Source: an optimization exercise on an open RTL-to-GDS flow (aim: small area, a short achievable clock period and few clock cycles per item). Production flows keep margins and buffers that such runs may drop. At most, simulation tests tie the RTL to the original design; equivalence was not proved. Power figures rest on the tool's default switching activity, not on a simulated workload.

pepper:
Design multserial, start of the top module:
module multserial(input wire CLK,
                  input wire RST,
                  input wire MST,
                  input wire MSGN,
                  input wire [31:0] SRCA,
                  input wire [31:0] SRCB,
                  output wire [63:0] PROD,
                  output wire PRODV);
For scale: ~2,200 cells after synthesis, about 120 flip-flops, roughly 130 I/O pins.
export LEC_CHECK = 0
export CAP_MARGIN = 20
export CORE_MARGIN = 2
export CORE_UTILIZATION = 40
export PLACE_DENSITY = 0.8
export SLEW_MARGIN = 20
export SYNTH_HIERARCHICAL = 1
create_clock -name core_clock -period 5.0 [get_ports {CLK}]
standard.sh (not shown) runs the stock make flow with config.mk's settings and CLKGATE_MAP_FILE= SYNTH_SCRIPT=/design/flow/synth_recipe.tcl, a recipe that flattens the netlist after the stock synthesis.
==> flow/flow/run.sh <==
#!/bin/bash
set -e
export BUFFER_PORTS_ARGS="-buffer_cell sky130_fd_sc_hd__buf_2"
bash standard.sh finish > standard.log 2>&1
Testbench counts of pepper, summed over its fixed seeds: cycles 2,000, items 2,000.
The inputs of raven differ from those of pepper as listed below.
- PLACE_DENSITY now 0.7, was 0.8
- GPL_ROUTABILITY_DRIVEN now 0, previously not set
[summary]
- raven does worse than pepper on overall via count from detail_route.
- Cmp raven vs pepper: number of fill cells higher in raven
- Cmp pepper and raven / design area / lower: raven
- Any difference in clock input transition at the sequential cells of the worst setup and hold paths between raven and pepper is small enough to ignore.
- Compared with pepper, raven shows a higher fraction of the cycle the final worst path needs.
- Global-route usage delta for raven relative to pepper: 0.75 points lower
- raven reports a lower routed wire length than pepper does.
- The share of total power consumed by net switching reported for raven is smaller than that of pepper by 0.68 points.
- Compared with pepper, raven is more frugal on power.
[inputs] indigo vs raven
- a deleted GPL_ROUTABILITY_DRIVEN that had been 0
Results
The area fraction of clock buffers and clock inverters was comparable across indigo and raven.
A cell type of the slowest stage on the worst timing path of edfxtp_1 is what indigo shows, while fa_1 belongs to raven.
Delta (indigo minus raven): fraction of power consumed by the clock network was more or less identical, final-layout non-clock buffer area share grew by 0.39 points, post-layout instance count excluding filler cells roughly the same, number of nets in the final layout comparable.

== nickel ==
multserial, a different RTL version from the one above (not shown whole).
Size: ~2200 cells after synthesis, ~130 I/O pins, about 26000 um2 of cells after synthesis.
==> flow/config.mk <==
export PLATFORM = sky130hd
export DESIGN_NAME = multserial
export DESIGN_NICKNAME = multserial
export VERILOG_FILES = /design/flow/design.v
export SDC_FILE = /design/flow/constraint.sdc
export NUM_CORES = 4
export LEC_CHECK = 0
export CAP_MARGIN = 20
export CORE_MARGIN = 2
export CORE_UTILIZATION = 40
export PLACE_DENSITY = 0.6
export SLEW_MARGIN = 20
export SYNTH_HIERARCHICAL = 1
==> flow/constraint.sdc <==
create_clock -name core_clock -period 5.0 [get_ports {CLK}]
set_input_delay 1.0000 -clock core_clock [delete_from_list [all_inputs] [get_ports {CLK}]]
set_output_delay 1.0000 -clock core_clock [all_outputs]
set_load 0.01 [all_outputs]
Scripts as last shown in full above: flow/flow/run.sh
diff inputs: nickel => violet
- CORE_UTILIZATION now 50, was 40
- PLACE_DENSITY now 0.65, was 0.6
==> run notes <==
violet finished every stage and its layout cleared the timing, design-rule and antenna checks.
violet vs nickel on total non-filler cell area in the finished layout: violet is the lower one.
Fill cell total of the finished layout, violet and nickel: lower on violet
Sequential cell area share: nickel vs violet — no meaningful difference
Lower total track usage among violet and nickel: nickel
Between violet and nickel, the largest fanout of any net on the critical path is higher for violet.
On violet: utilization is 13 points higher than what nickel gave.
The inputs of amber differ from those of violet as listed below.
- CAP_MARGIN: 20 -> 0
- CORE_UTILIZATION: 50 -> 40
- PLACE_DENSITY: 0.65 -> 0.6
- SLEW_MARGIN: 20 -> 0
[summary]
[compare] base=violet new=amber: total power fell 310 uW; maximum single-stage delay on the critical path rose 0.15 ns; worst-case register-to-register setup slack about even.
Input-level comparison between harbor and amber:
- changing CAP_MARGIN from 0 to 20
- changing SLEW_MARGIN from 0 to 20
==> flow/flow/run.sh <==
#!/bin/bash
set -e
export BUFFER_PORTS_ARGS="-buffer_cell sky130_fd_sc_hd__buf_2"
export RECOVER_POWER=100
bash standard.sh finish > standard.log 2>&1
Notes after the runs:
- From the logs: harbor reached the end of the flow and failed the layout checks with max-capacitance violations, max-slew violations.
- Reported for amber and harbor, cell count after placement turned out identical to the last digit.
- amber and harbor ended up with nearly the same area of combinational cells with multiple inputs.
- Diff harbor..amber | total wire length | negligible
- | fraction of final layout cells with drive strength greater than 1 | harbor vs amber | 2.7 points lower |
- Status: total via count in the routed design parity (harbor, amber)
- Summed area of non-filler cells in the final layout sits lower in harbor than in amber.
- amber → harbor: worst-case headroom to the max-slew limit now smaller, final setup slack of the worst path now larger, delay contributed by the slowest stage of the critical path now smaller.
- Of amber and harbor, the run reporting the lower count of pins over their slew limit was amber.
No run of this note included a check of the RTL's function; only the layout flow was run.

Another version of the RTL of multserial (not shown whole).
For scale: ~2200 cells after synthesis, ~130 flip-flops, ~26000 sq um of cells after synthesis.
Design multserial, start of the top module:
module multserial(input wire CLK,
                  input wire RST,
                  input wire MST,
                  input wire MSGN,
                  input wire [31:0] SRCA,
                  input wire [31:0] SRCB,
                  output wire [63:0] PROD,
                  output wire PRODV);
Settings: LEC_CHECK=0, CAP_MARGIN=20, CORE_MARGIN=2, CORE_UTILIZATION=40, PLACE_DENSITY=0.6, SLEW_MARGIN=20, SYNTH_HIERARCHICAL=1; clock period 5.0 ns.
==> flow/flow/run.sh <==
#!/bin/bash
set -e
export BUFFER_PORTS_ARGS="-buffer_cell sky130_fd_sc_hd__buf_2"
bash standard.sh finish > standard.log 2>&1
The first run ran to the end with no violations.
Testbench counts at the start, summed over its fixed seeds: cycles 2,000, items 2,000.
Next try:
==> flow/run.sh (new file) <==
#!/bin/bash
# synth_recipe.tcl (not shown) runs the flow's synth.tcl, then flattens the netlist and writes it again
# the make line also repeats each setting of config.mk as NAME=value (left out here)
make -C /OpenROAD-flow-scripts/flow DESIGN_CONFIG=/design/flow/config.mk WORK_HOME=/design/flow/orfs CLKGATE_MAP_FILE= SYNTH_SCRIPT=/design/flow/synth_recipe.tcl finish
removed: flow/flow/run.sh
removed: flow/standard.sh
Outcome: This time the run finished but failed the layout checks on negative setup slack. Global-route usage rises by 2.4 points. Cell count rises by a few percent. Power rises by a little under a tenth. First-iteration DRC count falls by a few percent.
Next try:
CORE_UTILIZATION = 65   (was 40)
PLACE_DENSITY = 0.75   (was 0.6)
What happened: The changed run finished with negative setup slack left. Synthesized area does not change. Critical path depth shrinks by 1. Cell area falls by a few percent. Setup slack degrades by 0.14 ns. Worst hold slack is better by 0.017 ns. Via count rose by roughly a tenth. Utilization climbs by 32 points. Total power went up by a few percent. Sequential cell count does not change. Clock-buffer cell count climbs by 2. Fmax fell by a few percent.

-- what the ideal ports hide --
No port has a modelled driver above. Below, the same layouts with a new extraction and two added sets of constraints. Step 1 (the two cells are an assumption about what drives the block):
set clk [get_ports {CLK}]
set_driving_cell -lib_cell sky130_fd_sc_hd__clkbuf_16 $clk
set_driving_cell -lib_cell sky130_fd_sc_hd__buf_2 [delete_from_list [all_inputs] $clk]
Step 2, shift: input delay + t, output delay - t, t = (earliest + latest rising clock arrival at the registers) / 2. This alone moves slack from input paths to output paths. Three values: ideal ports, drivers, drivers and shift; two values: the first two.
run | shift t [ns] | setup slack, ns | worst setup path after step 2 | latest minus earliest clock arrival (ns) | worst slew at a driven data input, ns
pepper | 0.519 | 0.293 / 0.257 / -0.211 | input to register | 0.012 / 0.012 | 0.13
raven | 0.546 | 0.207 / 0.233 / -0.313 | input to register | 0.015 / 0.015 | 0.08
indigo | 0.550 | 0.235 / 0.177 / -0.236 | input to register | 0.009 / 0.010 | 0.06
nickel | 0.555 | 0.101 / 0.134 / -0.413 | input to register | 0.008 / 0.008 | 0.06
violet | 0.559 | 0.151 / 0.191 / -0.369 | input to register | 0.025 / 0.025 | 0.06
amber | 0.555 | 0.101 / 0.134 / -0.413 | input to register | 0.008 / 0.008 | 0.06
harbor | 0.557 | 0.119 / 0.135 / -0.396 | input to register | 0.010 / 0.010 | 0.06
the first run of note 3 | 0.548 | 0.201 / 0.133 / -0.246 | input to register | 0.029 / 0.029 | 0.05
the second run of note 3 | 0.542 | -0.014 / 0.016 / -0.526 | input to register | 0.012 / 0.011 | 0.05
the third run of note 3 | 0.540 | -0.154 / -0.122 / -0.661 | input to register | 0.023 / 0.023 | 0.10
